From an optimization exercise on the open Yosys and OpenROAD flow, aimed at small area; shortcuts taken in it are not production practice. At most, simulation tests tie the RTL to the original design; equivalence was not proved. Function not checked in runs 2 to 4: the RTL went through the layout flow alone. No activity file was given, so power comes from the tool's default toggle rates.

File: flow/flow/abc_override.tcl
# Run Yosys's abc with the flow's own ABC script in place of ORFS's.
proc abc {args} {
  set i [lsearch -exact $args -script]
  if {$i >= 0} { lset args [expr {$i + 1}] $::env(FLOW_ABC_SCRIPT) }
  yosys abc {*}$args
}
File: flow/flow/downsize.tcl
# Replace each logic cell of drive strength above 1 by its _1 (or _0) variant
# when the library has one; timing is checked and repaired later in the flow.
set block [ord::get_db_block]
set n 0
foreach inst [$block getInsts] {
  set m [[$inst getMaster] getName]
  if {[regexp {^(sky130_fd_sc_hd__[a-z0-9]+)_([0-9]+)$} $m -> base drv]} {
    if {$drv > 1 && ![string match "*dfrtp*" $m] && ![string match "*clk*" $m]} {
      foreach d {1 0} {
        set cand "${base}_$d"
        if {[get_lib_cells -quiet */$cand] ne ""} {
          if {$cand ne $m} {
            replace_cell [$inst getName] $cand
            incr n
          }
          break
        }
      }
    }
  }
}
puts "downsize: replaced $n cells"
File: flow/config.mk
export PLATFORM = sky130hd
export DESIGN_NAME = relogio_simples_top
export DESIGN_NICKNAME = relogio_simples_top
export VERILOG_FILES = /design/flow/design.v
export SDC_FILE = /design/flow/constraint.sdc
export NUM_CORES = 4
export LEC_CHECK = 0
export CAP_MARGIN = 20
export CORE_MARGIN = 2
export CORE_UTILIZATION = 40
export SLEW_MARGIN = 20
File: flow/standard.sh
#!/bin/bash
# synth_recipe.tcl (not shown) runs the flow's synth.tcl, then flattens the netlist and writes it again
# the make line also repeats each setting of config.mk as NAME=value (left out here)
make -C /OpenROAD-flow-scripts/flow DESIGN_CONFIG=/design/flow/config.mk WORK_HOME=/design/flow/orfs CLKGATE_MAP_FILE= SYNTH_SCRIPT=/design/flow/synth_recipe.tcl "${@:-finish}"
File: flow/constraint.sdc
create_clock -name core_clock -period 10.0 [get_ports {clk}]
set_input_delay 2.0000 -clock core_clock [delete_from_list [all_inputs] [get_ports {clk}]]
set_output_delay 2.0000 -clock core_clock [all_outputs]
set_load 0.01 [all_outputs]
File: flow/flow/run.sh
#!/bin/bash
# Own layout flow: the standard ORFS flow (standard.sh) with
#  - synthesis: the standard script (synth_recipe.tcl), with ABC's mapping
#    script replaced by an area-oriented one (flow/area.abc); registers are
#    untouched, so their names, count and cells are the standard ones;
#  - port buffers of the smallest buffer (buf_1);
#  - a clock tree of clkbuf_8 without dummy loads;
#  - logic cells oversized by synthesis replaced by their smallest variant
#    before placement (flow/downsize.tcl); later repair steps resize as needed.
set -euo pipefail
here=$(pwd)
export FLOW_ABC_SCRIPT="$here/flow/area.abc"
export BUFFER_PORTS_ARGS="-buffer_cell sky130_fd_sc_hd__buf_1"
export CTS_ARGS="-sink_clustering_enable -repair_clock_nets -dont_use_dummy_load -buf_list {sky130_fd_sc_hd__clkbuf_8} -sink_clustering_size 25 -sink_clustering_max_diameter 100"
export PRE_GLOBAL_PLACE_TCL="$here/flow/downsize.tcl"
printf 'source %s\nsource %s\n' "$here/flow/abc_override.tcl" "$here/synth_recipe.tcl" > "$here/flow_synth.tcl"
bash standard.sh SYNTH_SCRIPT="$here/flow_synth.tcl" finish > "$here/standard_flow.log" 2>&1
File: flow/design.v
module relogio_simples_top(
    input wire btn_mode,
    input wire reset,
    input wire btn_start,
    input wire btn_change,
    input wire clk,
    output wire [6:0] HEX0,
    output wire [6:0] HEX1,
    output wire [6:0] HEX2,
    output wire [6:0] HEX3,
    output wire [6:0] HEX4,
    output wire [6:0] HEX5,
    output wire [2:0] LED
);
    function [3:0] u_next;
        input [3:0] q;
        begin
            u_next[0] = (~q[0]);
            u_next[1] = (~q[0] & q[1]) | (q[0] & ~q[1] & ~q[3]);
            u_next[2] = (~q[0] & q[2]) | (q[0] & q[1] & ~q[2]) | (~q[1] & q[2]);
            u_next[3] = (~q[0] & q[3]) | (q[0] & q[1] & q[2]);
        end
    endfunction
    function [0:0] u_is9;
        input [3:0] q;
        begin
            u_is9[0] = (q[0] & q[3]);
        end
    endfunction
    function [0:0] u_is3;
        input [3:0] q;
        begin
            u_is3[0] = (q[0] & q[1] & ~q[2]);
        end
    endfunction
    function [0:0] u_gt3;
        input [3:0] q;
        begin
            u_gt3[0] = (q[2]) | (q[3]);
        end
    endfunction
    function [6:0] u_seg;
        input [3:0] q;
        begin
            u_seg[0] = (~q[0] & ~q[1] & q[2]) | (q[0] & ~q[1] & ~q[2] & ~q[3]) | (q[1] & q[3]);
            u_seg[1] = (~q[0] & q[1] & q[2]) | (q[0] & ~q[1] & q[2]) | (q[1] & q[3]);
            u_seg[2] = (~q[0] & q[1] & ~q[2]) | (q[1] & q[3]);
            u_seg[3] = (~q[0] & ~q[1] & q[2]) | (q[0] & ~q[1] & ~q[2]) | (q[0] & q[1] & q[2]);
            u_seg[4] = (q[0]) | (~q[1] & q[2]);
            u_seg[5] = (q[0] & q[1]) | (q[0] & ~q[2] & ~q[3]) | (q[1] & ~q[2]);
            u_seg[6] = (q[0] & q[1] & q[2]) | (~q[1] & ~q[2] & ~q[3]);
        end
    endfunction
    function [2:0] t_next;
        input [2:0] q;
        begin
            t_next[0] = (q[0] & ~q[2]) | (q[1] & ~q[2]);
            t_next[1] = (~q[0]);
            t_next[2] = (~q[1] & ~q[2]);
        end
    endfunction
    function [0:0] t_is5;
        input [2:0] q;
        begin
            t_is5[0] = (q[0] & q[2]);
        end
    endfunction
    function [6:0] t_seg;
        input [2:0] q;
        begin
            t_seg[0] = (q[0] & ~q[1] & ~q[2]) | (q[1] & q[2]);
            t_seg[1] = (q[0] & q[2]);
            t_seg[2] = (~q[0] & q[1] & ~q[2]) | (q[0] & q[1] & q[2]);
            t_seg[3] = (q[0] & ~q[1] & ~q[2]) | (q[1] & q[2]);
            t_seg[4] = (q[0]) | (q[2]);
            t_seg[5] = (q[1]);
            t_seg[6] = (~q[0] & ~q[1]) | (q[1] & q[2]);
        end
    endfunction
    function [1:0] h_next;
        input [1:0] q;
        begin
            h_next[0] = (~q[0] & ~q[1]);
            h_next[1] = (q[0]);
        end
    endfunction
    function [0:0] h_is1;
        input [1:0] q;
        begin
            h_is1[0] = (q[0]);
        end
    endfunction
    function [0:0] h_is2;
        input [1:0] q;
        begin
            h_is2[0] = (q[1]);
        end
    endfunction
    function [6:0] h_seg;
        input [1:0] q;
        begin
            h_seg[0] = (q[0]);
            h_seg[1] = (q[0] & q[1]);
            h_seg[2] = (q[1]);
            h_seg[3] = (q[0]);
            h_seg[4] = (q[0]);
            h_seg[5] = (q[0]) | (q[1]);
            h_seg[6] = (q[0]) | (~q[1]);
        end
    endfunction
    reg [1:0] st;
    reg prev_start, prev_change;
    reg [1:0] mode_sync;
    reg mode_stable, prev_mode;
    reg [8:0] db;            
    reg run;                 
    reg [2:0] cd;            
    wire click_start = btn_start & ~prev_start;
    wire click_change = btn_change & ~prev_change;
    wire click_mode = mode_stable & ~prev_mode;
    wire diff = mode_sync[1] ^ mode_stable;
    wire hit = db[0] & ~db[1] & db[2] & ~db[5] & ~db[6] & ~db[7] & ~db[8];
    wire dbfb = ~(db[8] ^ db[1]);
    wire [5:0] sel;
    assign sel[0] = ~cd[2] & ~cd[0];
    assign sel[1] = ~cd[1] & cd[0];
    assign sel[2] = ~cd[2] & cd[1];
    assign sel[3] = cd[2] & cd[0];
    assign sel[4] = cd[1] & ~cd[0];
    assign sel[5] = cd[2] & ~cd[1];
    always @(posedge clk) begin
        prev_start <= btn_start;
        prev_change <= btn_change;
        prev_mode <= mode_stable;
        db <= (diff & ~hit) ? {db[7:0], dbfb} : 9'd0;
        run <= st[0] & (run ^ click_start);
    end
    always @(posedge clk or negedge reset) begin
        if (!reset) begin
            mode_sync <= 2'b00;
            mode_stable <= 1'b0;
            st <= 2'b00;
            cd <= 3'b000;
        end else begin
            mode_sync <= {mode_sync[0], btn_mode};
            if (diff & hit) mode_stable <= mode_sync[1];
            if (click_mode) st <= {st[0], ~st[0] & ~st[1]};
            if (st[1]) begin
                if (click_start) cd <= {cd[1:0], ~cd[2]};
                else if (click_mode) cd <= 3'b000;
            end
        end
    end
    assign LED[2] = ~(st[0] | st[1]);
    assign LED[1] = st[0];
    assign LED[0] = st[1];
    reg [12:0] pisca_lo;
    reg pisca_hi;
    wire pz = ~|pisca_lo[11:0];
    wire pfb = pisca_lo[12] ^ pisca_lo[4] ^ pisca_lo[1] ^ pisca_lo[0] ^ pz;
    always @(posedge clk or negedge reset)
        if (!reset) begin
            pisca_lo <= 13'd0;
            pisca_hi <= 1'b0;
        end else begin
            pisca_lo <= {pisca_lo[11:0], pfb};
            pisca_hi <= pisca_hi ^ (pisca_lo[12] & pz);
        end
    reg [14:0] w_pre;
    reg [3:0] w_su, w_mu, w_hu;
    reg [2:0] w_sd, w_md;
    reg [1:0] w_hd;
    wire ca = st[1] & click_change;
    wire w_tick = ~st[1] & (&w_pre);
    wire w_c1 = w_tick & u_is9(w_su);
    wire w_c2 = w_c1 & t_is5(w_sd);
    wire w_c3 = w_c2 & u_is9(w_mu);
    wire w_c4 = w_c3 & t_is5(w_md);
    wire w_hwrap = u_is9(w_hu) | (h_is2(w_hd) & u_is3(w_hu));
    always @(posedge clk or negedge reset) begin
        if (!reset) begin
            w_pre <= 15'd0;
            w_su <= 4'd0; w_sd <= 3'd0; w_mu <= 4'd0; w_md <= 3'd0; w_hu <= 4'd0; w_hd <= 2'd0;
        end else begin
            if (~st[1]) w_pre <= w_pre + 15'd1;
            if (w_tick | (ca & sel[0])) w_su <= u_next(w_su);
            if (w_c1 | (ca & sel[1])) w_sd <= t_next(w_sd);
            if (w_c2 | (ca & sel[2])) w_mu <= u_next(w_mu);
            if (w_c3 | (ca & sel[3])) w_md <= t_next(w_md);
            if (ca & sel[5] & h_is1(w_hd) & u_gt3(w_hu)) w_hu <= 4'd0;
            else if (w_c4 | (ca & sel[4])) w_hu <= w_hwrap ? 4'd0 : u_next(w_hu);
            if ((w_c4 & w_hwrap) | (ca & sel[5])) w_hd <= h_next(w_hd);
        end
    end
    reg [14:0] c_pre;
    reg [3:0] c_su, c_mu, c_hu;
    reg [2:0] c_sd, c_md;
    reg [1:0] c_hd;
    wire c_clr = ~st[0] | btn_change;
    wire c_tick = run & (&c_pre);
    wire c_c1 = c_tick & u_is9(c_su);
    wire c_c2 = c_c1 & t_is5(c_sd);
    wire c_c3 = c_c2 & u_is9(c_mu);
    wire c_c4 = c_c3 & t_is5(c_md);
    wire c_hwrap = u_is9(c_hu) | (h_is2(c_hd) & u_is3(c_hu));
    always @(posedge clk) begin
        if (c_clr) begin
            c_pre <= 15'd0;
            c_su <= 4'd0; c_sd <= 3'd0; c_mu <= 4'd0; c_md <= 3'd0; c_hu <= 4'd0; c_hd <= 2'd0;
        end else begin
            if (run) c_pre <= c_pre + 15'd1;
            if (c_tick) c_su <= u_next(c_su);
            if (c_c1) c_sd <= t_next(c_sd);
            if (c_c2) c_mu <= u_next(c_mu);
            if (c_c3) c_md <= t_next(c_md);
            if (c_c4) c_hu <= c_hwrap ? 4'd0 : u_next(c_hu);
            if (c_c4 & c_hwrap) c_hd <= h_next(c_hd);
        end
    end
    wire bl = pisca_hi & st[1];
    assign HEX0 = u_seg((st[0] ? c_su : w_su) | {4{bl & sel[0]}});
    assign HEX1 = t_seg((st[0] ? c_sd : w_sd) | {3{bl & sel[1]}});
    assign HEX2 = u_seg((st[0] ? c_mu : w_mu) | {4{bl & sel[2]}});
    assign HEX3 = t_seg((st[0] ? c_md : w_md) | {3{bl & sel[3]}});
    assign HEX4 = u_seg((st[0] ? c_hu : w_hu) | {4{bl & sel[4]}});
    assign HEX5 = h_seg((st[0] ? c_hd : w_hd) | {2{bl & sel[5]}});
endmodule
File: flow/flow/area.abc
&get -n
&st
&deepsyn -T 10
&put
dch -f
amap
topo
==> results.txt, run 1 <==
The count of unique library cells instantiated by Yosys came out at 35. In the final timing run, aggregate negative setup slack is 0 ns. The total count of max-transition violations in the final report came out at 0.

The number of enable flip-flop cells after synthesis came out at 0. The clock reaches the later pin of the worst-skew pair after 0.36 ns. The slack of the worst reg-to-reg path came out at 5.44 ns. The number of warnings reported in the yosys synthesis log came out at 1.

The worst reg-to-reg path cell count came out at 29. The post-synthesis net count is 547. The number of instances in the synthesized netlist came out at 540. TritonCTS built the clock tree. The wire length of the first global-routing pass came out at 15350 um. Along the worst path, the maximum fanout reaches 24. In the final routed layout, each cell accounts on average for 12.43 um.

The flow ran to the end and the layout has no timing, DRC or antenna violations. The fill cell total of the finished layout is 1088. The final critical delay including setup and external delays is 4.933 ns. The post-synthesis to final-layout area growth is 10.58%. The average footprint of a synthesized cell is 8.341 sq um. For this run the aggregate overflow at the end of global routing stands at 0.

The most common flop cell mapped by yosys is sky130_fd_sc_hd__dfrtp_1. The via count of the routed design came out at 3728. The effective utilization at floorplan is 0.4119. In this run the horizontal extent of the chip is 110.1 um. The count of endpoints failing hold in the final timing report is 0. The final core utilization came out at 0.4555. The share of synthesized registers carrying an async set or reset is 0.5429. The highest ir drop seen on vdd is 0.0001950 V. The critical path in this run is classified as reg2out. The summed instance area of the synthesized netlist came out at 4504 sq um. The worst hold path was traced through 0 stages. The number of sinks on the clock net is 105. The number of hold buffers added after CTS came out at 0.

The global placement routability congestion came out at 0.8064. The startpoint of the worst setup timing path is st[0]$_DFFE_PN0P_. The required arrival time at the worst endpoint came out at 8.00 ns. The measured slew at the worst slew-check pin came out at 0.7398 ns. After synthesis, the largest family of logic cells by area is simple AND/OR/NAND/NOR gates. The antenna violation net count after detailed routing came out at 0. The fraction of the mapped netlist area in compound gates came to 0.1761. The leakage power came out at 1.887 nW. Across the run, the number of max-cap violations was 0. The die covers 12130 sq um. Measured against its own limit, the worst slew margin works out to 0.5068. The first-pass iteration count of the detailed router is 5. The via count of the first global-routing pass came out at 3385. The detail-routed via count per cell came out at 5.058. The tree is rooted in a sky130_fd_sc_hd__clkbuf_8. The mux share of post-synthesis cell area came out at 0. The startpoint identified for the worst hold timing path is mode_sync[0]$_DFF_PN0_. Setup repair after global routing left no endpoint under its margin.

The H-tree generated during clock tree synthesis spans 3 levels. The largest net degree at the start of global routing is 58. The global routing usage summed across all routing layers is 0.1625. The instance count after placement with tap cells included came out at 728. The worst register-to-register path ends at c_hd[0]$_SDFFE_PP0P_. Setup violations remaining at the end of the flow were counted as 0. STA classifies the critical path startpoint as a flip-flop.

The vertical die dimension is 110.1 um. The core outline area is 10940 sq um. The class of the worst hold path is reg2reg. 50 I/O pins were placed. The number of gates given a new drive strength after cts came out at 0. The worst hold path terminates at mode_sync[1]$_DFF_PN0_. The worst hold slack came out at 0.3609 ns.

In the final layout, the share of cells above drive strength 1 is 0.02178. The number of design-rule violations left by the first detailed-router iteration came out at 222. Data on the critical path arrives at its endpoint at 2.93 ns.

The worst register-to-register path begins at c_pre[1]$_SDFFE_PP0P_. The cell taking the most area after synthesis is sky130_fd_sc_hd__dfrtp_1. The post-synthesis xor/xnor area fraction is 0.001944. Buffers inserted during clock tree synthesis total 9. The simple-gate share of the synthesized area came out at 0.2072. The adder-cell share of the synthesized area came out at 0.005556.

The initial antenna violation count is 0. The post-CTS setup-driven buffer insertion count came out at 0. After floorplanning, the core was divided into 38 placement rows. The worst setup path is captured at an output pin.

The deepest clock path buffer count is 2. The fmax came out at 202.7 MHz. Detailed placement ended at an HPWL of 6821 um. In the final design database the tool counted 606 nets. The number of antenna cells inserted came out at 0.

Across the routed clock network, the largest skew measured is 0.02561 ns. The residual DRC count is 0. Sorting the synthesized cells by area gives the leading types as sky130_fd_sc_hd__dfrtp_1 32%, sky130_fd_sc_hd__dfxtp_1 21%, sky130_fd_sc_hd__clkinv_1 7.3%. The number of register bits inferred by synthesis is 105. The final layout contains routed wiring with a total length of 9160 um. The share of the cycle needed by the critical path after routing came out at 0.4933. The power per cell area came out at 272.3 nW/um^2. The count of buffers added on input and output ports is 49. The share of synthesized area occupied by flip-flops and latches came out at 0.5300. The area share of the largest cell type after synthesis is 0.3167. The finished layout holds 737 standard cells, fillers aside. The clock-pin slew of the registers on the worst-case setup and hold paths is 0.10 ns.
-- logic make-up (layout without fill, tap and decap cells) --
family | count (synthesis) | after routing
buffers and inverters | 91 | 148
AND/OR/NAND/NOR | 210 | 210
flip-flops | 105 | 105
XOR/XNOR | 1 | 1
adder cells (fa/ha/maj) | 2 | 2
AO/OA/AOI/OAI | 131 | 131
-- stage by stage --
stage          area (sq um)  setup WS [ns]  total power, mW
5_1_grt                4981          4.686            1.479
6_report               4981          5.067            1.357
2_1_floorplan          4504          5.262           0.9746
4_1_cts                4981          5.085            1.371
3_3_place_gp           4857          5.616            1.143
3_5_place_dp           4857          5.505            1.162
-- worst max-delay path by stage --
stage                                 endpoint  slack, ns  depth (start not counted)
final                                  HEX2[1]       5.07                          8
after global routing                   HEX4[0]       4.69                          9
after CTS                              HEX4[0]       5.09                          9
after detailed placement  c_hd[0]$_SDFFE_PP0P_       5.50                         29
after global placement                 HEX4[0]       5.62                          9
after floorplan                        HEX0[5]       5.26                          8
-- state kept, by name (all words and copies together), names as in the netlist, 4 cells and up --
name,flops
w_mu,4
c_hu,4
w_pre,15
w_hu,4
c_mu,4
c_pre,15
pisca_lo,13
w_su,4
db,9
c_su,4
-- where the power goes --
part           switching [mW]  internal [mW]
Combinational           0.398          0.196
Clock                   0.124         0.0811
Sequential             0.0618          0.496
Total                   0.583          0.773
-- routing by layer --
| metal | track usage | share of wire |
|---|---|---|
| met1 | 0.2079 | 0.48 |
| met2 | 0.2726 | 0.48 |
| met4 | 0.05179 | 0.011 |
| met3 | 0.03762 | 0.028 |
| met5 | 0 | 0 |
-- synthesized netlist by cell type (2+ instances only) --
| cell | count |
|---|---|
| sky130_fd_sc_hd__nor3_1 | 28 |
| sky130_fd_sc_hd__buf_4 | 4 |
| sky130_fd_sc_hd__o31ai_1 | 3 |
| sky130_fd_sc_hd__and2_0 | 2 |
| sky130_fd_sc_hd__a211oi_1 | 11 |
| sky130_fd_sc_hd__ha_1 | 2 |
| sky130_fd_sc_hd__or4_1 | 2 |
| sky130_fd_sc_hd__nor2_1 | 86 |
| sky130_fd_sc_hd__dfxtp_1 | 48 |
| sky130_fd_sc_hd__clkinv_1 | 87 |
| sky130_fd_sc_hd__nand3_1 | 3 |
| sky130_fd_sc_hd__nand4_1 | 2 |
| sky130_fd_sc_hd__dfrtp_1 | 57 |
| sky130_fd_sc_hd__or2_0 | 3 |
| sky130_fd_sc_hd__o32ai_1 | 2 |
| sky130_fd_sc_hd__a22oi_1 | 6 |
| sky130_fd_sc_hd__o22ai_1 | 27 |
| sky130_fd_sc_hd__nor2b_1 | 12 |
| sky130_fd_sc_hd__a21oi_1 | 33 |
| sky130_fd_sc_hd__a221oi_1 | 4 |
| sky130_fd_sc_hd__or3_1 | 2 |
| sky130_fd_sc_hd__o21ai_0 | 34 |
| sky130_fd_sc_hd__nand2_1 | 54 |
| sky130_fd_sc_hd__o21a_1 | 5 |
| sky130_fd_sc_hd__nor3b_1 | 3 |
| sky130_fd_sc_hd__and3_1 | 11 |
-- layout by cell type, fill, tap and decap left out, types with 3 or more instances in the layout --
| cell type | count |
|---|---|
| sky130_fd_sc_hd__nor2_1 | 86 |
| sky130_fd_sc_hd__nor3b_1 | 3 |
| sky130_fd_sc_hd__a22oi_1 | 6 |
| sky130_fd_sc_hd__buf_4 | 3 |
| sky130_fd_sc_hd__a21oi_1 | 33 |
| sky130_fd_sc_hd__nand3_1 | 3 |
| sky130_fd_sc_hd__a221oi_1 | 4 |
| sky130_fd_sc_hd__clkbuf_8 | 9 |
| sky130_fd_sc_hd__dfrtp_1 | 57 |
| sky130_fd_sc_hd__dfxtp_1 | 48 |
| sky130_fd_sc_hd__o21ai_0 | 34 |
| sky130_fd_sc_hd__nand2_1 | 54 |
| sky130_fd_sc_hd__or2_0 | 3 |
| sky130_fd_sc_hd__nor2b_1 | 12 |
| sky130_fd_sc_hd__a211oi_1 | 11 |
| sky130_fd_sc_hd__o31ai_1 | 3 |
| sky130_fd_sc_hd__buf_1 | 48 |
| sky130_fd_sc_hd__o22ai_1 | 27 |
| sky130_fd_sc_hd__nor3_1 | 28 |
| sky130_fd_sc_hd__o21a_1 | 5 |
| sky130_fd_sc_hd__and3_1 | 11 |
| sky130_fd_sc_hd__clkinv_1 | 87 |
-- worst max-delay path, stage by stage (launching register included) --
cell	delay, ns
sky130_fd_sc_hd__dfrtp_1	0.35
sky130_fd_sc_hd__clkinv_1	0.55
sky130_fd_sc_hd__o22ai_1	0.56
sky130_fd_sc_hd__clkinv_1	0.21
sky130_fd_sc_hd__a31o_1	0.27
sky130_fd_sc_hd__nor2_1	0.09
sky130_fd_sc_hd__o21ai_0	0.15
sky130_fd_sc_hd__o21ai_0	0.21
sky130_fd_sc_hd__buf_1	0.18
-- cell type report --
class	count	area, sq um	share of cell area
tap	140	175.2	0.03517
timing repair buffer	52	207.7	0.04170
clock buffer	9	123.9	0.02487
inverter	87	326.6	0.06556
multi-input combinational	344	1760	0.3534
sequential	105	2387	0.4793
==> inputs of run 2 (changes only) <==
--- a/flow/design.v
+++ b/flow/design.v
@@ -196,19 +196,22 @@
     reg [3:0] c_su, c_mu, c_hu;
     reg [2:0] c_sd, c_md;
     reg [1:0] c_hd;
-    wire c_clr = ~st[0] | btn_change;
+    wire c_clr = ~st[0] | btn_change | click_mode;
     wire c_tick = run & (&c_pre);
     wire c_c1 = c_tick & u_is9(c_su);
     wire c_c2 = c_c1 & t_is5(c_sd);
     wire c_c3 = c_c2 & u_is9(c_mu);
     wire c_c4 = c_c3 & t_is5(c_md);
     wire c_hwrap = u_is9(c_hu) | (h_is2(c_hd) & u_is3(c_hu));
-    always @(posedge clk) begin
-        if (c_clr) begin
-            c_pre <= 15'd0;
+    always @(posedge clk)
+        if (c_clr) c_pre <= 15'd0;
+        else if (run) c_pre <= c_pre + 15'd1;
+    always @(posedge clk or negedge reset) begin
+        if (!reset) begin
             c_su <= 4'd0; c_sd <= 3'd0; c_mu <= 4'd0; c_md <= 3'd0; c_hu <= 4'd0; c_hd <= 2'd0;
-        end else begin
-            if (run) c_pre <= c_pre + 15'd1;
+        end else if (c_clr) begin
+            c_su <= 4'd0; c_sd <= 3'd0; c_mu <= 4'd0; c_md <= 3'd0; c_hu <= 4'd0; c_hd <= 2'd0;
+        end else begin
             if (c_tick) c_su <= u_next(c_su);
             if (c_c1) c_sd <= t_next(c_sd);
             if (c_c2) c_mu <= u_next(c_mu);
@@ -217,11 +220,12 @@
             if (c_c4 & c_hwrap) c_hd <= h_next(c_hd);
         end
     end
+    wire wm = ~st[0];
     wire bl = pisca_hi & st[1];
-    assign HEX0 = u_seg((st[0] ? c_su : w_su) | {4{bl & sel[0]}});
-    assign HEX1 = t_seg((st[0] ? c_sd : w_sd) | {3{bl & sel[1]}});
-    assign HEX2 = u_seg((st[0] ? c_mu : w_mu) | {4{bl & sel[2]}});
-    assign HEX3 = t_seg((st[0] ? c_md : w_md) | {3{bl & sel[3]}});
-    assign HEX4 = u_seg((st[0] ? c_hu : w_hu) | {4{bl & sel[4]}});
-    assign HEX5 = h_seg((st[0] ? c_hd : w_hd) | {2{bl & sel[5]}});
+    assign HEX0 = u_seg(c_su | (w_su & {4{wm}}) | {4{bl & sel[0]}});
+    assign HEX1 = t_seg(c_sd | (w_sd & {3{wm}}) | {3{bl & sel[1]}});
+    assign HEX2 = u_seg(c_mu | (w_mu & {4{wm}}) | {4{bl & sel[2]}});
+    assign HEX3 = t_seg(c_md | (w_md & {3{wm}}) | {3{bl & sel[3]}});
+    assign HEX4 = u_seg(c_hu | (w_hu & {4{wm}}) | {4{bl & sel[4]}});
+    assign HEX5 = h_seg(c_hd | (w_hd & {2{wm}}) | {2{bl & sel[5]}});
 endmodule
==> results.txt, run 2 <==
The area share of the largest cell type after synthesis came out at 0.4217. The row count came out at 39. The setup TNS after final layout is 0 ns. Setup repair after global routing left no endpoint under its margin. The number of enable flip-flop cells after synthesis is 0. The summed instance area of the synthesized netlist is 4569 sq um. The fill cell total of the finished layout is 1086.

The via count of the routed design came out at 3669. The worst setup path is launched from a flip-flop. The global-route layer with the greatest usage is met2. The latest clock arrival within the worst-skew pair came out at 0.36 ns. The endpoint class of the critical path is an output pin. The deepest clock path buffer count came out at 2.

The slack of the worst reg-to-reg path came out at 5.47 ns. The data arrival time at the worst-slack endpoint came out at 3.45 ns. The TritonCTS clock tree is built. The final critical delay including setup and external delays is 5.455 ns. The share of synthesized registers carrying an async set or reset came out at 0.7333. The number of I/O pins is 50. In this run the worst hold path is classified as reg2reg. The tree is rooted in a sky130_fd_sc_hd__clkbuf_8. The largest net degree at the start of global routing came out at 78. The total of buffers placed on input and output ports is 49.

The power per cell area is 226.4 nW/um^2. The first-pass iteration count of the detailed router is 4. The max capacitance violation total is 0. The library cell used most frequently in the layout, excluding fill and tap cells, is sky130_fd_sc_hd__clkinv_1.

After detailed routing, the number of remaining DRC violations is 0. The number of instances in the synthesized netlist came out at 527. The measured slew at the worst slew-check pin is 0.9575 ns. The beginning of the worst hold path is mode_sync[0]$_DFF_PN0_. The max-slew headroom at the worst pin is 0.3617. The number of register bits inferred by synthesis is 105.

The average detailed-routed wire length per instance is 12.49 um. The cell taking the most area after synthesis is sky130_fd_sc_hd__dfrtp_1. The most common flop cell mapped by yosys is sky130_fd_sc_hd__dfrtp_1.

The most numerous cell in the Yosys netlist is sky130_fd_sc_hd__clkinv_1. The final net count is 590. The post-synthesis net count came out at 534. The antenna violation net count after detailed routing is 0. The multi-input logic area came out at 1703 sq um. For the worst flop-to-flop path, the logic depth is 25. The vertical die dimension is 110.9 um.

The number of design-rule violations left by the first detailed-router iteration is 172. The initial antenna violation count came out at 0. Of all nets on the critical path, the largest fanout is 16. The clock skew after layout came out at 0.03008 ns. The highest ir drop seen on vdd is 0.0001428 V. The leakage power came out at 1.961 nW. The startpoint identified for the worst register-to-register timing path is c_pre[1]$_SDFFE_PN0P_. The total count of max-transition violations in the final report is 0. The end of the worst register-to-register path is c_hd[0]$_DFFE_PN0P_. The number of setup violations in the final report is 0. TritonCTS created 9 clock buffers.

Across every metal layer, demand over resource in global routing totals 0.1561. Synthesis instantiated 41 different standard cells from the library. The initial utilization of the core area, before any placement, comes to 0.4054. The congestion estimate from routability-driven global placement came to 0.8740.

The largest registers in the layout are c_pre x15, w_pre x15, pisca_lo x13. The number of warnings reported in the yosys synthesis log is 1. Leaving out fill and tap cells, the most frequent cells in the layout are 93 x sky130_fd_sc_hd__clkinv_1, 77 x sky130_fd_sc_hd__dfrtp_1, 73 x sky130_fd_sc_hd__nor2_1.

For this run, global-route usage on met2 was measured as 0.2548. By count the netlist is led by 93 x sky130_fd_sc_hd__clkinv_1, 77 x sky130_fd_sc_hd__dfrtp_1, 73 x sky130_fd_sc_hd__nor2_1, 43 x sky130_fd_sc_hd__nand2_1, 40 x sky130_fd_sc_hd__o21ai_0. The average footprint of a synthesized cell is 8.671 sq um. The first global-routing pass estimated 15840 um of wire. The number of antenna cells inserted came out at 0.

The die footprint is 12290 sq um. The global routing usage on met1 came out at 0.2089. The routed wire length is 9046 um. Detailed placement ended at an HPWL of 6691 um.

The core outline area is 11270 sq um. The required arrival time at the worst endpoint came out at 8.00 ns. The clock-pin slew of the registers on the worst-case setup and hold paths came out at 0.10 ns.

The critical path is of the reg2out type. Using the TritonRoute via totals, the vias-per-cell ratio works out to 5.068. In the post-synthesis netlist, the biggest area contributors are sky130_fd_sc_hd__dfrtp_1 42%, sky130_fd_sc_hd__dfxtp_1 12%, sky130_fd_sc_hd__clkinv_1 7.6%. The design draws 1.139 mW.

The number of hold buffers added after CTS came out at 0. The share of synthesized area occupied by flip-flops and latches came out at 0.5444. The via count of the first global-routing pass came out at 3467.

Of the cells placed in the final design, the portion with a size suffix greater than 1 is 0.01721. For this design, the sink count on the clock tree is 105. From synthesis to final layout, the design area changed by 10.08%. The number of gates given a new drive strength after cts is 0. The H-tree level count came out at 3. The post-CTS setup-driven buffer insertion count is 0. In the final layout, flip-flops and latches occupy 2487 sq um. The fmax is 183.3 MHz. The worst hold path terminates at mode_sync[1]$_DFF_PN0_. The run finished with no timing, DRC or antenna violations.

The worst hold path was traced through 0 stages. The met3 demand-to-capacity share in global routing came out at 0.02788. The total overflow left after global routing is 0. Of the available clock period, the critical path in the final layout requires 0.5455. The count of endpoints failing hold in the final timing report is 0. The die span in x is 110.9 um.
-- run 2: changes by cell type after synthesis, sizes merged, moves of 3 or more --
| cell | delta |
|---|---|
| o21ai | +6 |
| o22ai | -15 |
| dfrtp | +20 |
| a31oi | +3 |
| or2 | +3 |
| o31ai | +4 |
| nand2 | -11 |
| a21oi | +3 |
| clkinv | +6 |
| dfxtp | -20 |
| nor2 | -13 |
| o21a | -3 |
| and3 | -4 |
-- run 2: per-stage QoR --
stage | hold slack (ns) | setup slack (ns) | utilization | cell area, sq um | cells
final | 0.3572 | 4.545 | 0.4462 | 5030 | 724
after global routing | 0.3648 | 4.241 | 0.4462 | 5030 | 724
after CTS | 0.3600 | 4.624 | 0.4462 | 5030 | 724
after detailed placement | 0.3362 | 5.028 | 0.4352 | 4906 | 715
after global placement | 0.3328 | 5.320 | 0.4352 | 4906 | 715
after floorplan | 0.3312 | 5.693 | - | 4569 | 527
-- run 2: report_power, final --
| part | total [mW] | leakage, nW | switching (mW) | internal (mW) |
|---|---|---|---|---|
| Clock | 0.204 | 0.0647 | 0.123 | 0.0812 |
| Sequential | 0.540 | 1.20 | 0.0551 | 0.485 |
| Combinational | 0.394 | 0.696 | 0.265 | 0.129 |
-- run 2: metal layers --
metal	wire [um]	share of wire	up-vias
li1	-	-	1898
met5	0	0	-
met3	299	0.033	13
met4	137	0.015	0
met1	4340	0.48	1697
met2	4269	0.47	61
-- run 2: worst max path at each step --
| stage | cells past startpoint | end | from |
|---|---|---|---|
| after floorplan | 9 | HEX4[2] | st[0]$_DFFE_PN0P_ |
| after global placement | 10 | HEX4[2] | st[0]$_DFFE_PN0P_ |
| after detailed placement | 10 | HEX4[2] | st[0]$_DFFE_PN0P_ |
| after CTS | 10 | HEX4[2] | st[0]$_DFFE_PN0P_ |
| after global routing | 10 | HEX4[2] | st[0]$_DFFE_PN0P_ |
| final | 10 | HEX4[2] | st[0]$_DFFE_PN0P_ |
-- run 2: cell type report --
cell class	instances	share of cell area
clock buffers	9	0.02463
inverters	93	0.06940
multi-input cells	325	0.3386
flip-flops and latches	105	0.4945
well taps	143	0.03557
repair buffers	49	0.03731
-- run 2: critical path, cell delays in order, from the launching register on --
cell	delay [ns]
sky130_fd_sc_hd__dfrtp_1	0.69
sky130_fd_sc_hd__clkinv_1	0.50
sky130_fd_sc_hd__a21oi_1	0.48
sky130_fd_sc_hd__clkinv_1	0.18
sky130_fd_sc_hd__a31oi_1	0.23
sky130_fd_sc_hd__nor2b_1	0.20
sky130_fd_sc_hd__o21ai_0	0.13
sky130_fd_sc_hd__or2_0	0.25
sky130_fd_sc_hd__o21ai_0	0.12
sky130_fd_sc_hd__o21ai_0	0.15
sky130_fd_sc_hd__buf_1	0.16
-- run 2: cell families (layout without fill, tap and decap cells) --
family                   after synthesis  in the layout  share of synthesized area
AND/OR/NAND/NOR                      184            184                     0.1804
AO/OA/AOI/OAI                        138            138                     0.1848
flip-flops                           105            105                     0.5444
buffers and inverters                 97            151                    0.08297
adder cells (fa/ha/maj)                2              2                   0.005476
XOR/XNOR                               1              1                   0.001917
==> inputs of run 3 (changes only) <==
--- a/flow/design.v
+++ b/flow/design.v
@@ -54,27 +54,27 @@
     function [2:0] t_next;
         input [2:0] q;
         begin
-            t_next[0] = (q[0] & ~q[2]) | (q[1] & ~q[2]);
-            t_next[1] = (~q[0]);
-            t_next[2] = (~q[1] & ~q[2]);
+            t_next[0] = (q[1]);
+            t_next[1] = (~q[1] & q[2]);
+            t_next[2] = (~q[0] & ~q[1]) | (~q[0] & q[2]);
         end
     endfunction
     function [0:0] t_is5;
         input [2:0] q;
         begin
-            t_is5[0] = (q[0] & q[2]);
+            t_is5[0] = (q[0] & ~q[2]);
         end
     endfunction
     function [6:0] t_seg;
         input [2:0] q;
         begin
-            t_seg[0] = (q[0] & ~q[1] & ~q[2]) | (q[1] & q[2]);
-            t_seg[1] = (q[0] & q[2]);
-            t_seg[2] = (~q[0] & q[1] & ~q[2]) | (q[0] & q[1] & q[2]);
-            t_seg[3] = (q[0] & ~q[1] & ~q[2]) | (q[1] & q[2]);
-            t_seg[4] = (q[0]) | (q[2]);
-            t_seg[5] = (q[1]);
-            t_seg[6] = (~q[0] & ~q[1]) | (q[1] & q[2]);
+            t_seg[0] = (~q[0] & ~q[1] & q[2]) | (q[0] & q[1]) | (q[1] & ~q[2]);
+            t_seg[1] = (q[0] & q[1]) | (q[0] & ~q[2]);
+            t_seg[2] = (q[1] & q[2]);
+            t_seg[3] = (~q[0] & ~q[1] & q[2]) | (q[0] & q[1]) | (q[1] & ~q[2]);
+            t_seg[4] = (q[0]) | (~q[1] & q[2]) | (q[1] & ~q[2]);
+            t_seg[5] = (q[2]);
+            t_seg[6] = (~q[0] & ~q[1]) | (q[0] & q[1]);
         end
     endfunction
     function [1:0] h_next;
@@ -109,11 +109,12 @@
         end
     endfunction
     reg [1:0] st;
+    wire crono = st[0];
+    wire cfg = st[1] & ~st[0];
     reg prev_start, prev_change;
     reg [1:0] mode_sync;
     reg mode_stable, prev_mode;
     reg [8:0] db;            
-    reg run;                 
     reg [2:0] cd;            
     wire click_start = btn_start & ~prev_start;
     wire click_change = btn_change & ~prev_change;
@@ -133,7 +134,6 @@
         prev_change <= btn_change;
         prev_mode <= mode_stable;
         db <= (diff & ~hit) ? {db[7:0], dbfb} : 9'd0;
-        run <= st[0] & (run ^ click_start);
     end
     always @(posedge clk or negedge reset) begin
         if (!reset) begin
@@ -144,16 +144,17 @@
         end else begin
             mode_sync <= {mode_sync[0], btn_mode};
             if (diff & hit) mode_stable <= mode_sync[1];
-            if (click_mode) st <= {st[0], ~st[0] & ~st[1]};
-            if (st[1]) begin
+            st[0] <= click_mode ? ~st[0] & ~st[1] : st[0];
+            st[1] <= st[0] ? (click_mode | (st[1] ^ click_start)) : (st[1] & ~click_mode);
+            if (cfg) begin
                 if (click_start) cd <= {cd[1:0], ~cd[2]};
                 else if (click_mode) cd <= 3'b000;
             end
         end
     end
     assign LED[2] = ~(st[0] | st[1]);
-    assign LED[1] = st[0];
-    assign LED[0] = st[1];
+    assign LED[1] = crono;
+    assign LED[0] = cfg;
     reg [12:0] pisca_lo;
     reg pisca_hi;
     wire pz = ~|pisca_lo[11:0];
@@ -170,8 +171,8 @@
     reg [3:0] w_su, w_mu, w_hu;
     reg [2:0] w_sd, w_md;
     reg [1:0] w_hd;
-    wire ca = st[1] & click_change;
-    wire w_tick = ~st[1] & (&w_pre);
+    wire ca = cfg & click_change;
+    wire w_tick = ~cfg & (&w_pre);
     wire w_c1 = w_tick & u_is9(w_su);
     wire w_c2 = w_c1 & t_is5(w_sd);
     wire w_c3 = w_c2 & u_is9(w_mu);
@@ -182,7 +183,7 @@
             w_pre <= 15'd0;
             w_su <= 4'd0; w_sd <= 3'd0; w_mu <= 4'd0; w_md <= 3'd0; w_hu <= 4'd0; w_hd <= 2'd0;
         end else begin
-            if (~st[1]) w_pre <= w_pre + 15'd1;
+            if (~cfg) w_pre <= w_pre + 15'd1;
             if (w_tick | (ca & sel[0])) w_su <= u_next(w_su);
             if (w_c1 | (ca & sel[1])) w_sd <= t_next(w_sd);
             if (w_c2 | (ca & sel[2])) w_mu <= u_next(w_mu);
@@ -196,22 +197,20 @@
     reg [3:0] c_su, c_mu, c_hu;
     reg [2:0] c_sd, c_md;
     reg [1:0] c_hd;
-    wire c_clr = ~st[0] | btn_change | click_mode;
+    wire run = st[0] & st[1];
+    wire c_clr = ~st[0] | btn_change;
     wire c_tick = run & (&c_pre);
     wire c_c1 = c_tick & u_is9(c_su);
     wire c_c2 = c_c1 & t_is5(c_sd);
     wire c_c3 = c_c2 & u_is9(c_mu);
     wire c_c4 = c_c3 & t_is5(c_md);
     wire c_hwrap = u_is9(c_hu) | (h_is2(c_hd) & u_is3(c_hu));
-    always @(posedge clk)
-        if (c_clr) c_pre <= 15'd0;
-        else if (run) c_pre <= c_pre + 15'd1;
-    always @(posedge clk or negedge reset) begin
-        if (!reset) begin
+    always @(posedge clk) begin
+        if (c_clr) begin
+            c_pre <= 15'd0;
             c_su <= 4'd0; c_sd <= 3'd0; c_mu <= 4'd0; c_md <= 3'd0; c_hu <= 4'd0; c_hd <= 2'd0;
-        end else if (c_clr) begin
-            c_su <= 4'd0; c_sd <= 3'd0; c_mu <= 4'd0; c_md <= 3'd0; c_hu <= 4'd0; c_hd <= 2'd0;
-        end else begin
+        end else begin
+            if (run) c_pre <= c_pre + 15'd1;
             if (c_tick) c_su <= u_next(c_su);
             if (c_c1) c_sd <= t_next(c_sd);
             if (c_c2) c_mu <= u_next(c_mu);
@@ -220,12 +219,11 @@
             if (c_c4 & c_hwrap) c_hd <= h_next(c_hd);
         end
     end
-    wire wm = ~st[0];
-    wire bl = pisca_hi & st[1];
-    assign HEX0 = u_seg(c_su | (w_su & {4{wm}}) | {4{bl & sel[0]}});
-    assign HEX1 = t_seg(c_sd | (w_sd & {3{wm}}) | {3{bl & sel[1]}});
-    assign HEX2 = u_seg(c_mu | (w_mu & {4{wm}}) | {4{bl & sel[2]}});
-    assign HEX3 = t_seg(c_md | (w_md & {3{wm}}) | {3{bl & sel[3]}});
-    assign HEX4 = u_seg(c_hu | (w_hu & {4{wm}}) | {4{bl & sel[4]}});
-    assign HEX5 = h_seg(c_hd | (w_hd & {2{wm}}) | {2{bl & sel[5]}});
+    wire bl = pisca_hi & cfg;
+    assign HEX0 = u_seg((st[0] ? c_su : w_su) | {4{bl & sel[0]}});
+    assign HEX1 = t_seg((st[0] ? c_sd : w_sd) | {3{bl & sel[1]}});
+    assign HEX2 = u_seg((st[0] ? c_mu : w_mu) | {4{bl & sel[2]}});
+    assign HEX3 = t_seg((st[0] ? c_md : w_md) | {3{bl & sel[3]}});
+    assign HEX4 = u_seg((st[0] ? c_hu : w_hu) | {4{bl & sel[4]}});
+    assign HEX5 = h_seg((st[0] ? c_hd : w_hd) | {2{bl & sel[5]}});
 endmodule
==> results.txt, run 3 <==
The final critical delay including setup and external delays came out at 5.998 ns. The share of the cycle needed by the critical path after routing is 0.5998. The post-route total power came out at 1.318 mW. Ranked by instance count, the synthesized netlist is headed by 91 x sky130_fd_sc_hd__clkinv_1, 86 x sky130_fd_sc_hd__nor2_1, 57 x sky130_fd_sc_hd__dfrtp_1, 47 x sky130_fd_sc_hd__dfxtp_1, 37 x sky130_fd_sc_hd__nand2_1. Leaving out fill and tap cells, the most frequent cell in the layout is sky130_fd_sc_hd__clkinv_1. Summed over all failing endpoints, the final setup total negative slack is 0 ns. The global-route layer with the greatest usage is met2.

The number of warnings reported in the yosys synthesis log came out at 1. The clock tree synthesis step divided the H-tree into 3 levels. The instance count after placement with tap cells included is 717. The core outline area came out at 10940 sq um. The via count of the routed design came out at 3685.

The antenna violation net count after detailed routing came out at 0. The power per cell area came out at 263.9 nW/um^2. The average detailed-routed wire length per instance came out at 12.16 um. The count of endpoints failing hold in the final timing report came out at 0.

Clock tree synthesis inserted a total of 9 buffers. The effective utilization at floorplan came out at 0.4152. The count of unique library cells instantiated by Yosys came out at 38. Entering global routing, the biggest net connects 58 pins. The global routing usage summed across all routing layers came out at 0.1536. The detailed router finished its first iteration with 232 violations. Leaving out fill and tap cells, the most frequent cells in the layout are 91 x sky130_fd_sc_hd__clkinv_1, 86 x sky130_fd_sc_hd__nor2_1, 57 x sky130_fd_sc_hd__dfrtp_1. Detailed placement ended at an HPWL of 6493 um. The fmax is 166.7 MHz.

The total of buffers placed on input and output ports came out at 49. The share of synthesized area occupied by flip-flops and latches is 0.5214. The critical path in this run is classified as reg2out. After technology mapping, the gate count stands at 532. By instance count, the leading cell after synthesis is sky130_fd_sc_hd__clkinv_1. The total count of max-transition violations in the final report came out at 0. The latest clock arrival within the worst-skew pair came out at 0.37 ns. The summed instance area of the synthesized netlist is 4541 sq um. Once the clock tree was built, the resizer swapped 0 gates to a different size. The post-synthesis net count is 543. After floorplanning, the core was divided into 38 placement rows.

The detail-routed via count per cell is 5.076. The initial antenna violation count is 0. Once layout is complete, the cells apart from fillers number 726. The number of sinks on the clock net is 104. The clock-pin slew of the registers on the worst-case setup and hold paths came out at 0.08 ns. Relative to the synthesized area, the layout overhead comes to 10.00%. The number of enable flip-flop cells after synthesis came out at 0.

For met2 alone, demand over resource in global routing was 0.2519. The global routing usage on met1 is 0.1903. TritonCTS built the clock tree. The layout has 1084 filler cells.

The flow ran to the end and the layout has no timing, DRC or antenna violations. The post-CTS setup-driven buffer insertion count came out at 0. By area the synthesized netlist is led by sky130_fd_sc_hd__dfrtp_1 31%, sky130_fd_sc_hd__dfxtp_1 21%, sky130_fd_sc_hd__clkinv_1 7.5%.

The number of hold buffers added after CTS is 0. The die footprint came out at 12220 sq um. In the routed design, unresolved DRC markers number 0. The first-pass iteration count of the detailed router came out at 4. The final net count is 599. The leakage power is 1.841 nW.

The average footprint of a synthesized cell is 8.535 sq um. The worst setup path is captured at an output pin. The number of register bits inferred by synthesis is 104. The tree is rooted in a sky130_fd_sc_hd__clkbuf_8. The worst hold slack is 0.3583 ns.

The wire length of the first global-routing pass came out at 15360 um. In the synthesized netlist the dominant register cell turns out to be sky130_fd_sc_hd__dfrtp_1. The sum of overflow across all layers after global routing is 0. The highest ir drop seen on vdd came out at 0.0001363 V. The area share of the largest cell type after synthesis is 0.3141. Setup violations remaining at the end of the flow were counted as 0. Setup repair after global routing left no endpoint under its margin. Of all nets on the critical path, the largest fanout is 27. The via count of the first global-routing pass is 3427. The share of synthesized registers carrying an async set or reset is 0.5481. The die span in x is 110.5 um.

The number of antenna cells inserted came out at 0. The max-slew headroom at the worst pin came out at 0.4884. Across the routed clock network, the largest skew measured is 0.01287 ns. Of the cells placed in the final design, the portion with a size suffix greater than 1 is 0.02048. The deepest clock path buffer count is 2. The global placement routability congestion came out at 0.7915. The number of I/O pins came out at 50. The worst setup path is launched from a flip-flop. The measured slew at the worst slew-check pin is 0.7626 ns. The vertical die dimension is 110.5 um. The largest registers in the layout are c_pre x15, w_pre x15, pisca_lo x13. The required arrival time at the worst endpoint came out at 8.00 ns. The worst hold path belongs to the class reg2reg. For this run, global-route usage on met3 was measured as 0.04720. The data arrival time at the worst-slack endpoint came out at 4.00 ns. The max capacitance violation total is 0. The synthesized design spends more area on one cell type than any other, namely sky130_fd_sc_hd__dfrtp_1.

The routed wire length came out at 8828 um.
run 3: layer usage:
layer	part of all wire	wire length (um)	vias to the layer above
met4	0.011	99	0
met2	0.47	4157	49
met3	0.037	323	9
met1	0.48	4248	1705
met5	0	0	-
li1	-	-	1922
run 3: power by group:
part | internal, mW | switching, mW | total, mW
registers | 0.489 | 0.0656 | 0.555
clock network | 0.0809 | 0.123 | 0.204
logic | 0.189 | 0.370 | 0.559
run 3: worst max-delay path, cell delays in order (launching register included):
cell and delay [ns]:
sky130_fd_sc_hd__dfrtp_1 0.76, sky130_fd_sc_hd__clkinv_1 0.82, sky130_fd_sc_hd__o22ai_1 0.60, sky130_fd_sc_hd__clkinv_1 0.21
sky130_fd_sc_hd__a221oi_1 0.41, sky130_fd_sc_hd__or2_0 0.23, sky130_fd_sc_hd__nor2_1 0.08, sky130_fd_sc_hd__o22ai_1 0.22
sky130_fd_sc_hd__o22a_1 0.14, sky130_fd_sc_hd__buf_1 0.14
run 3: kinds of logic (layout without fill, tap and decap cells):
| logic type | after synthesis | in the layout | synth area share |
|---|---|---|---|
| compound gates | 137 | 137 | 0.1912 |
| fa+ha+maj | 6 | 6 | 0.01653 |
| simple gates | 186 | 186 | 0.1819 |
| flops | 104 | 104 | 0.5214 |
| xor+xnor | 2 | 2 | 0.003859 |
| buf+inv | 97 | 151 | 0.08515 |
run 3: area by class of cell:
type | count | area (sq um) | area share
clock buffers | 9 | 123.9 | 0.02480
inverters | 91 | 341.6 | 0.06839
multi-input cells | 331 | 1787 | 0.3577
repair buffers | 51 | 200.2 | 0.04008
well taps | 140 | 175.2 | 0.03507
flip-flops and latches | 104 | 2367 | 0.4739
run 3: worst paths after layout:
kind,startpoint,endpoint,slack [ns],cells past startpoint
min reg2reg,mode_sync[0]$_DFF_PN0_,mode_sync[1]$_DFF_PN0_,0.36,0
min,mode_sync[0]$_DFF_PN0_,mode_sync[1]$_DFF_PN0_,0.36,0
max reg2reg,c_pre[0]$_SDFFE_PP0P_,c_hd[0]$_SDFFE_PP0P_,5.25,32
max,st[0]$_DFFE_PN0P_,HEX4[0],4.00,9
max in group asynchronous,reset,w_sd[0]$_DFFE_PN0P_,7.78,2
min in group asynchronous,reset,pisca_lo[2]$_DFF_PN0_,1.74,2
run 3: through the flow:
stage               utilization  cell area (sq um)  setup WS (ns)
finish                   0.4568               4995          4.002
CTS                      0.4568               4995          4.049
global route             0.4568               4995          3.638
detailed placement       0.4454               4871          4.454
global placement         0.4454               4871          4.612
floorplan                     -               4541          5.121
==> inputs of run 4 (changes only) <==
--- a/flow/design.v
+++ b/flow/design.v
@@ -54,27 +54,27 @@
     function [2:0] t_next;
         input [2:0] q;
         begin
-            t_next[0] = (q[1]);
-            t_next[1] = (~q[1] & q[2]);
-            t_next[2] = (~q[0] & ~q[1]) | (~q[0] & q[2]);
+            t_next[0] = (~q[0]);
+            t_next[1] = (~q[0] & q[1]) | (q[0] & ~q[1] & ~q[2]);
+            t_next[2] = (~q[0] & q[2]) | (q[0] & q[1]);
         end
     endfunction
     function [0:0] t_is5;
         input [2:0] q;
         begin
-            t_is5[0] = (q[0] & ~q[2]);
+            t_is5[0] = (q[0] & q[2]);
         end
     endfunction
     function [6:0] t_seg;
         input [2:0] q;
         begin
-            t_seg[0] = (~q[0] & ~q[1] & q[2]) | (q[0] & q[1]) | (q[1] & ~q[2]);
-            t_seg[1] = (q[0] & q[1]) | (q[0] & ~q[2]);
-            t_seg[2] = (q[1] & q[2]);
-            t_seg[3] = (~q[0] & ~q[1] & q[2]) | (q[0] & q[1]) | (q[1] & ~q[2]);
-            t_seg[4] = (q[0]) | (~q[1] & q[2]) | (q[1] & ~q[2]);
-            t_seg[5] = (q[2]);
-            t_seg[6] = (~q[0] & ~q[1]) | (q[0] & q[1]);
+            t_seg[0] = (~q[0] & q[2]) | (q[0] & ~q[1] & ~q[2]) | (q[1] & q[2]);
+            t_seg[1] = (q[0] & q[2]);
+            t_seg[2] = (~q[0] & q[1]) | (q[1] & q[2]);
+            t_seg[3] = (~q[0] & q[2]) | (q[0] & ~q[1] & ~q[2]) | (q[1] & q[2]);
+            t_seg[4] = (q[0]) | (q[2]);
+            t_seg[5] = (q[0] & ~q[2]) | (q[1]);
+            t_seg[6] = (~q[1] & ~q[2]) | (q[1] & q[2]);
         end
     endfunction
     function [1:0] h_next;
==> results.txt, run 4 <==
The final net count is 593. The antenna violation net count after detailed routing came out at 0. The number of gates given a new drive strength after cts is 0. The number of register bits inferred by synthesis is 104. On the critical path the largest part of the delay comes from buffers and inverters.

Buffers added to address setup during post-CTS repair amount to 0. In this run the worst setup path begins at st[0]$_DFFE_PN0P_. Walking the worst path, the cells encountered are clkinv_1 -> o22ai_1 -> clkinv_1 -> nor3_1 -> nor2_1 -> o21ai_0 -> clkinv_1 -> o21ai_0 -> buf_1.

The clock skew after layout came out at 0.03048 ns. Clock tree synthesis selected as its root buffer the cell sky130_fd_sc_hd__clkbuf_8. The deepest clock path buffer count came out at 2. 50 I/O pins were placed. The residual DRC count is 0. The area share of the largest cell type after synthesis is 0.3168. The worst hold path begins at mode_sync[0]$_DFF_PN0_. The share of the cycle needed by the critical path after routing is 0.5775. The slack of the worst reg-to-reg path came out at 4.93 ns. After routing, the total negative slack on setup checks comes to 0 ns. The max capacitance violation total came out at 0. The storage element area is 2367 sq um. The leakage power is 1.861 nW. The count of unique library cells instantiated by Yosys is 37. The setup slack after layout came out at 4.225 ns. In this run the core area contains 38 standard-cell rows. The share of synthesized area occupied by flip-flops and latches is 0.5257.

In this run, synthesis inferred 0 flip-flops with an integrated enable. The initial antenna violation count is 0. Detailed routing inserted a total of 3702 vias. The largest net degree at the start of global routing is 58.

In the post-synthesis netlist, the cell with the most instances is sky130_fd_sc_hd__nor2_1. In the post-synthesis netlist, the biggest area contributors are sky130_fd_sc_hd__dfrtp_1 32%, sky130_fd_sc_hd__dfxtp_1 21%, sky130_fd_sc_hd__nor2_1 6.8%. The worst hold path belongs to the class reg2reg.

The data arrival time at the worst-slack endpoint is 3.77 ns. The average detailed-routed wire length per instance came out at 12.33 um. The total half-perimeter wirelength after legalization and detailed placement is 6595 um. The region available for standard cell placement spans 10940 sq um. The worst-path cell with the longest stage delay is sky130_fd_sc_hd__dfrtp_1. STA classifies the critical path startpoint as a flip-flop. The measured slew at the worst slew-check pin came out at 0.8770 ns. The worst-case IR drop observed on VDD is 0.0002198 V.

The worst hold path terminates at mode_sync[1]$_DFF_PN0_. The H-tree level count came out at 3. The layout has 1076 filler cells. The fmax is 173.2 MHz. The number of design-rule violations left by the first detailed-router iteration came out at 221. The worst register-to-register path ends at w_hu[2]$_DFFE_PN0P_. Buffers placed on the I/O ports in this run total 49. The vertical die dimension came out at 110.1 um. The required arrival time at the worst endpoint is 8.00 ns. The share of synthesized registers carrying an async set or reset is 0.5481. The largest registers in the layout are c_pre x15, w_pre x15, pisca_lo x13.

The run finished with no timing, DRC or antenna violations. The wire length of the first global-routing pass is 14990 um. The clock-pin slew of the registers on the worst-case setup and hold paths came out at 0.10 ns. The most prevalent standard cell on the critical path is sky130_fd_sc_hd__clkinv_1.

By count the netlist is led by 82 x sky130_fd_sc_hd__nor2_1, 78 x sky130_fd_sc_hd__clkinv_1, 57 x sky130_fd_sc_hd__dfrtp_1, 48 x sky130_fd_sc_hd__nand2_1, 47 x sky130_fd_sc_hd__dfxtp_1. Leaving out fill and tap cells, the most frequent cell in the layout is sky130_fd_sc_hd__nor2_1. The multi-input combinational cells in the finished layout cover a total of 1798 sq um. The largest total area in the synthesized netlist belongs to sky130_fd_sc_hd__dfrtp_1. The routed wire length is 8902 um. The reg-to-reg startpoint is st[0]$_DFFE_PN0P_. The first detailed-routing pass ran for 4 iterations.

The sum of overflow across all layers after global routing is 0. The most used flip-flop cell after synthesis is sky130_fd_sc_hd__dfrtp_1. The via count of the first global-routing pass came out at 3412. The max-slew headroom at the worst pin came out at 0.4153.

The fraction of layout cells with a size suffix above 1 is 0.02062. For this run, the number of Yosys warnings is 1. In the layout the commonest cells are 82 x sky130_fd_sc_hd__nor2_1, 78 x sky130_fd_sc_hd__clkinv_1, 57 x sky130_fd_sc_hd__dfrtp_1. STA classifies the critical path endpoint as an output pin. Dividing total power by cell area gives a power density of 284.4 nW/um^2. The peak per-stage delay on the critical path is 0.93 ns. The global placement routability congestion is 0.7766. The post-placement worst setup slack came out at 4.711 ns. The detail-routed via count per cell is 5.127. The total count of max-transition violations in the final report is 0. The total clock buffers created by CTS came out at 9. The peak fanout along the critical path came out at 26.

Along the worst hold path, the cell count comes to 0. TritonCTS built the clock tree. The number of instances in the synthesized netlist came out at 528. For the worst flop-to-flop path, the logic depth is 24.

The worst setup path is of the reg2out kind. The number of hold buffers added after CTS is 0. The post-synthesis net count is 537. The number of antenna cells inserted is 0. The number of setup violations in the final report came out at 0. The die footprint came out at 12120 sq um. The global routing usage summed across all routing layers is 0.1597.

The clock reaches the later pin of the worst-skew pair after 0.37 ns. The average footprint of a synthesized cell is 8.529 sq um. Setup repair after global routing left no endpoint under its margin. Summing every instance area after synthesis gives 4503 sq um. The die span in x is 110.1 um. The final critical delay including setup and external delays came out at 5.775 ns. The worst hold slack came out at 0.3564 ns.

The post-synthesis to final-layout area growth is 10.09%. For this design, the sink count on the clock tree is 104. The critical path contains buffers and inverters numbering 4 combined. The count of endpoints failing hold in the final timing report came out at 0.

The effective utilization at floorplan came out at 0.4118.
run 4: cell count changes in the layout (fill, tap and decap cells not counted), sizes merged, moves of 3 or more:
cell | before | now
o32ai | 4 | 1
o22ai | 28 | 23
nor4 | 1 | 4
nand2 | 37 | 48
a211oi | 12 | 8
nor2b | 9 | 15
nand3 | 10 | 3
clkinv | 91 | 78
o21bai | 4 | 1
nor3 | 19 | 25
a21oi | 30 | 34
nor2 | 86 | 82
run 4: where the power goes:
part | switching, mW | total (mW) | internal (mW)
clock network | 0.121 | 0.202 | 0.0810
registers | 0.0778 | 0.571 | 0.494
logic | 0.415 | 0.636 | 0.221
total | 0.614 | 1.41 | 0.796
run 4: logic make-up (layout without fill, tap and decap cells):
group	Yosys count	in the layout	synth area share
xor+xnor	1	1	0.001945
compound gates	132	132	0.1826
buf+inv	84	138	0.07502
fa+ha+maj	4	4	0.01111
flops	104	104	0.5257
simple gates	203	203	0.2037
run 4: layer usage:
layer / wire [um] / track usage / vias up
met5: 0 / 0 / -
met4: 40 / 0.03839 / 0
met3: 442 / 0.05644 / 3
met2: 4290 / 0.2713 / 61
met1: 4129 / 0.1944 / 1717
li1: - / - / 1921
run 4: worst register-to-register path, stage by stage, from the launching register on:
cell and delay (ns):
sky130_fd_sc_hd__dfrtp_1 0.93, sky130_fd_sc_hd__nor2_1 0.30, sky130_fd_sc_hd__clkinv_1 0.19, sky130_fd_sc_hd__nand2_1 0.09, sky130_fd_sc_hd__nor2_1 0.12, sky130_fd_sc_hd__nand2_1 0.08, sky130_fd_sc_hd__nor2_1 0.13, sky130_fd_sc_hd__nand2_1 0.09
sky130_fd_sc_hd__nor2_1 0.13, sky130_fd_sc_hd__nand2_1 0.09, sky130_fd_sc_hd__nor2_1 0.13, sky130_fd_sc_hd__nand2_1 0.10, sky130_fd_sc_hd__nor3_1 0.27, sky130_fd_sc_hd__clkinv_1 0.13, sky130_fd_sc_hd__nor3_1 0.24, sky130_fd_sc_hd__nand2_1 0.15
sky130_fd_sc_hd__nor3b_1 0.27, sky130_fd_sc_hd__nand3_1 0.15, sky130_fd_sc_hd__nor3b_1 0.29, sky130_fd_sc_hd__and3_1 0.24, sky130_fd_sc_hd__a31oi_1 0.07, sky130_fd_sc_hd__nor2_1 0.36, sky130_fd_sc_hd__a21oi_1 0.13, sky130_fd_sc_hd__a31oi_1 0.17
sky130_fd_sc_hd__nor2_1 0.07
run 4: final cells by class:
| class | instances | area share |
|---|---|---|
| flip-flops and latches | 104 | 0.4775 |
| multi-input cells | 340 | 0.3627 |
| inverters | 78 | 0.05906 |
| repair buffers | 51 | 0.04038 |
| well taps | 140 | 0.03534 |
| clock buffers | 9 | 0.02499 |
run 4: stage by stage:
step	utilization	cells	power [mW]	area [sq um]
after CTS	0.4533	722	1.424	4957
final	0.4533	722	1.410	4957
after floorplan	-	528	1.031	4503
after detailed placement	0.4420	713	1.218	4833
after global placement	0.4420	713	1.196	4833
after global routing	0.4533	722	1.542	4957
run 4: how the worst max path moves through the flow:
stage	endpoint	slack, ns	depth (start not counted)
2_1_floorplan	HEX4[5]	5.43	8
6_report	HEX4[5]	4.23	9
5_1_grt	HEX4[5]	3.88	9
3_5_place_dp	HEX0[4]	4.71	7
3_3_place_gp	HEX2[1]	4.94	8
4_1_cts	HEX0[4]	4.29	7
==> inputs of run 5 (changes only) <==
--- a/flow/design.v
+++ b/flow/design.v
@@ -54,9 +54,9 @@
     function [2:0] t_next;
         input [2:0] q;
         begin
-            t_next[0] = (~q[0]);
-            t_next[1] = (~q[0] & q[1]) | (q[0] & ~q[1] & ~q[2]);
-            t_next[2] = (~q[0] & q[2]) | (q[0] & q[1]);
+            t_next[0] = (q[0] & ~q[2]) | (q[1] & ~q[2]);
+            t_next[1] = (~q[0]);
+            t_next[2] = (~q[1] & ~q[2]);
         end
     endfunction
     function [0:0] t_is5;
@@ -68,13 +68,13 @@
     function [6:0] t_seg;
         input [2:0] q;
         begin
-            t_seg[0] = (~q[0] & q[2]) | (q[0] & ~q[1] & ~q[2]) | (q[1] & q[2]);
+            t_seg[0] = (q[0] & ~q[1] & ~q[2]) | (q[1] & q[2]);
             t_seg[1] = (q[0] & q[2]);
-            t_seg[2] = (~q[0] & q[1]) | (q[1] & q[2]);
-            t_seg[3] = (~q[0] & q[2]) | (q[0] & ~q[1] & ~q[2]) | (q[1] & q[2]);
+            t_seg[2] = (~q[0] & q[1] & ~q[2]) | (q[0] & q[1] & q[2]);
+            t_seg[3] = (q[0] & ~q[1] & ~q[2]) | (q[1] & q[2]);
             t_seg[4] = (q[0]) | (q[2]);
-            t_seg[5] = (q[0] & ~q[2]) | (q[1]);
-            t_seg[6] = (~q[1] & ~q[2]) | (q[1] & q[2]);
+            t_seg[5] = (q[1]);
+            t_seg[6] = (~q[0] & ~q[1]) | (q[1] & q[2]);
         end
     endfunction
     function [1:0] h_next;
--- a/flow/flow/run.sh
+++ b/flow/flow/run.sh
@@ -11,7 +11,7 @@
 here=$(pwd)
 export FLOW_ABC_SCRIPT="$here/flow/area.abc"
 export BUFFER_PORTS_ARGS="-buffer_cell sky130_fd_sc_hd__buf_1"
-export CTS_ARGS="-sink_clustering_enable -repair_clock_nets -dont_use_dummy_load -buf_list {sky130_fd_sc_hd__clkbuf_8} -sink_clustering_size 25 -sink_clustering_max_diameter 100"
+export CTS_ARGS="-sink_clustering_enable -repair_clock_nets -dont_use_dummy_load -buf_list {sky130_fd_sc_hd__clkbuf_8} -sink_clustering_size 30 -sink_clustering_max_diameter 150 -sink_buffer_max_cap_derate 1.0"
 export PRE_GLOBAL_PLACE_TCL="$here/flow/downsize.tcl"
 printf 'source %s\nsource %s\n' "$here/flow/abc_override.tcl" "$here/synth_recipe.tcl" > "$here/flow_synth.tcl"
 bash standard.sh SYNTH_SCRIPT="$here/flow_synth.tcl" finish > "$here/standard_flow.log" 2>&1
==> results.txt, run 5 <==
The post-synthesis net count is 544. The max capacitance violation total is 0. In this design, the critical path's most frequently occurring cell is sky130_fd_sc_hd__clkinv_1.

The number of register bits inferred by synthesis is 104. The power per cell area is 278.3 nW/um^2. The count of endpoints failing hold in the final timing report is 0. The initial antenna violation count is 0.

The worst hold slack is 0.3643 ns. 50 I/O pins were placed. For this run, asynchronously set or reset flops after synthesis account for 0.5481. The area share of the largest cell type after synthesis is 0.3183. The kind of cell with the highest combined delay along the critical path is compound AO/OA/AOI/OAI gates.

The number of hold buffers added after CTS came out at 0. In this run, placement finished with an instance count of 722. For the pin with the worst max-slew slack, the measured transition is 0.7664 ns. The share of the cycle needed by the critical path after routing is 0.5720. The number of gates given a new drive strength after cts came out at 0. The startpoint of the worst setup timing path is st[0]$_DFFE_PN0P_. Overall power consumption after layout is estimated at 1.373 mW. STA classifies the critical path endpoint as an output pin.

The first-pass iteration count of the detailed router is 4. The fraction of the mapped netlist area in compound gates was 0.1834. The beginning of the worst hold path is mode_sync[0]$_DFF_PN0_. The count of unique library cells instantiated by Yosys came out at 34. The via count of the routed design came out at 3670. Of the synthesized area, sequential elements account for 0.5282.

The final critical delay including setup and external delays is 5.720 ns. The die footprint is 12070 sq um. For this run, the number of Yosys warnings is 1. In this run the tightest slew margin relative to its limit is 0.4890. The path class of the tightest hold or removal check is reg2reg.

The residual DRC count is 0. Derived from the worst setup path, the maximum achievable clock frequency is 174.8 MHz. The peak fanout along the critical path is 24.

The total half-perimeter wirelength after legalization and detailed placement came out at 6625 um. For this block, the routed nets add up to 8894 um of wire. The cell area that synthesis handed to floorplanning was 4482 sq um. After synthesis, the share of cell area in mux cells is 0.

The flow ran to the end and the layout has no timing, DRC or antenna violations. The total of buffers placed on input and output ports is 49. In the final layout, the share of cells above drive strength 1 is 0.02030.

TritonCTS built the clock tree. In the post-synthesis netlist, the cell with the most instances is sky130_fd_sc_hd__clkinv_1. In this run the critical register-to-register path is launched from st[0]$_DFFE_PN0P_.

The detail-routed via count per cell is 5.021. The row count is 38. The most frequent standard cell in the layout excluding fill and tap cells is sky130_fd_sc_hd__clkinv_1. Setup violations remaining at the end of the flow were counted as 0. Sorting the synthesized cells by how often they occur yields 88 x sky130_fd_sc_hd__clkinv_1, 78 x sky130_fd_sc_hd__nor2_1, 60 x sky130_fd_sc_hd__nand2_1, 57 x sky130_fd_sc_hd__dfrtp_1, 47 x sky130_fd_sc_hd__dfxtp_1. Setup repair after global routing left no endpoint under its margin. The most used flip-flop cell after synthesis is sky130_fd_sc_hd__dfrtp_1. The biggest area contributor in the post-synthesis netlist is sky130_fd_sc_hd__dfrtp_1. The worst setup path is of the reg2out kind.

Between clock sinks in the finished design, the worst skew comes to 0.03872 ns. Data arrives at the worst endpoint at 3.72 ns. The deepest clock path buffer count came out at 2. In this run the vertical extent of the chip is 109.9 um. The total clock buffers created by CTS came out at 9. The largest net degree at the start of global routing is 58.

The total count of max-transition violations in the final report came out at 0. The number of cells in the finished layout apart from fillers is 731. The die span in x came out at 109.9 um. The dominant combinational cell family by area after synthesis is simple AND/OR/NAND/NOR gates. The effective utilization at floorplan came out at 0.4116. The final net count came out at 600. The slowest stage of the critical path belongs to the cell sky130_fd_sc_hd__dfrtp_1. The average detailed-routed wire length per instance is 12.17 um. At the end of routability-driven placement, the weighted congestion stood at 0.7752. The leakage power came out at 1.842 nW. CTS saw 104 sinks. The core outline area is 10890 sq um.
## run 5: report_power, final
part | internal [mW] | switching (mW) | leakage [nW]
clock | 0.0810 | 0.123 | 0.0647
sequential | 0.493 | 0.0736 | 1.07
combinational | 0.202 | 0.401 | 0.711
## run 5: cell families after synthesis
| group | Yosys count |
|---|---|
| adders and majority gates | 2 |
| DFF | 104 |
| buffers and inverters | 94 |
| and+or+nand+nor | 202 |
| AOI/OAI and AO/OA | 134 |
| xor gates and xnor gates | 1 |
## run 5: worst register-to-register path, delay by kind of cell (launching register included)
family                 cells  cell delay, ns
and+or+nand+nor           19            3.06
AOI/OAI and AO/OA          4            0.50
DFF                        1            0.84
buffers and inverters      2            0.32
## run 5: routing by layer
layer	track usage	share of wire	vias up
met5	0	0	-
met4	0.05696	0.015	0
met3	0.03438	0.037	9
met2	0.2537	0.44	56
met1	0.2196	0.50	1667
li1	-	-	1938
## run 5: per-stage QoR
stage / setup WS (ns) / cell area, sq um
final: 4.280 / 4936
after global routing: 3.861 / 4936
after CTS: 4.292 / 4936
after detailed placement: 4.687 / 4812
after global placement: 4.835 / 4812
after floorplan: 5.370 / 4482
## run 5: area by class of cell
| class | count | area, sq um | area share |
|---|---|---|---|
| sequential | 104 | 2367 | 0.4796 |
| clock buffer | 9 | 123.9 | 0.02510 |
| tap | 140 | 175.2 | 0.03549 |
| inverter | 88 | 330.3 | 0.06692 |
| timing repair buffer | 51 | 200.2 | 0.04056 |
| multi-input combinational | 339 | 1739 | 0.3523 |
## run 5: final timing paths
path                                     endpoint  cells after the start  slack [ns]
max                                       HEX0[0]                      8        4.28
min                        mode_sync[1]$_DFF_PN0_                      0        0.36
max reg2reg                   w_hu[2]$_DFFE_PN0P_                     25        5.14
min reg2reg                mode_sync[1]$_DFF_PN0_                      0        0.36
max in group asynchronous     w_hu[3]$_DFFE_PN0P_                      2        7.74
min in group asynchronous    w_pre[5]$_DFFE_PN0P_                      2        1.75
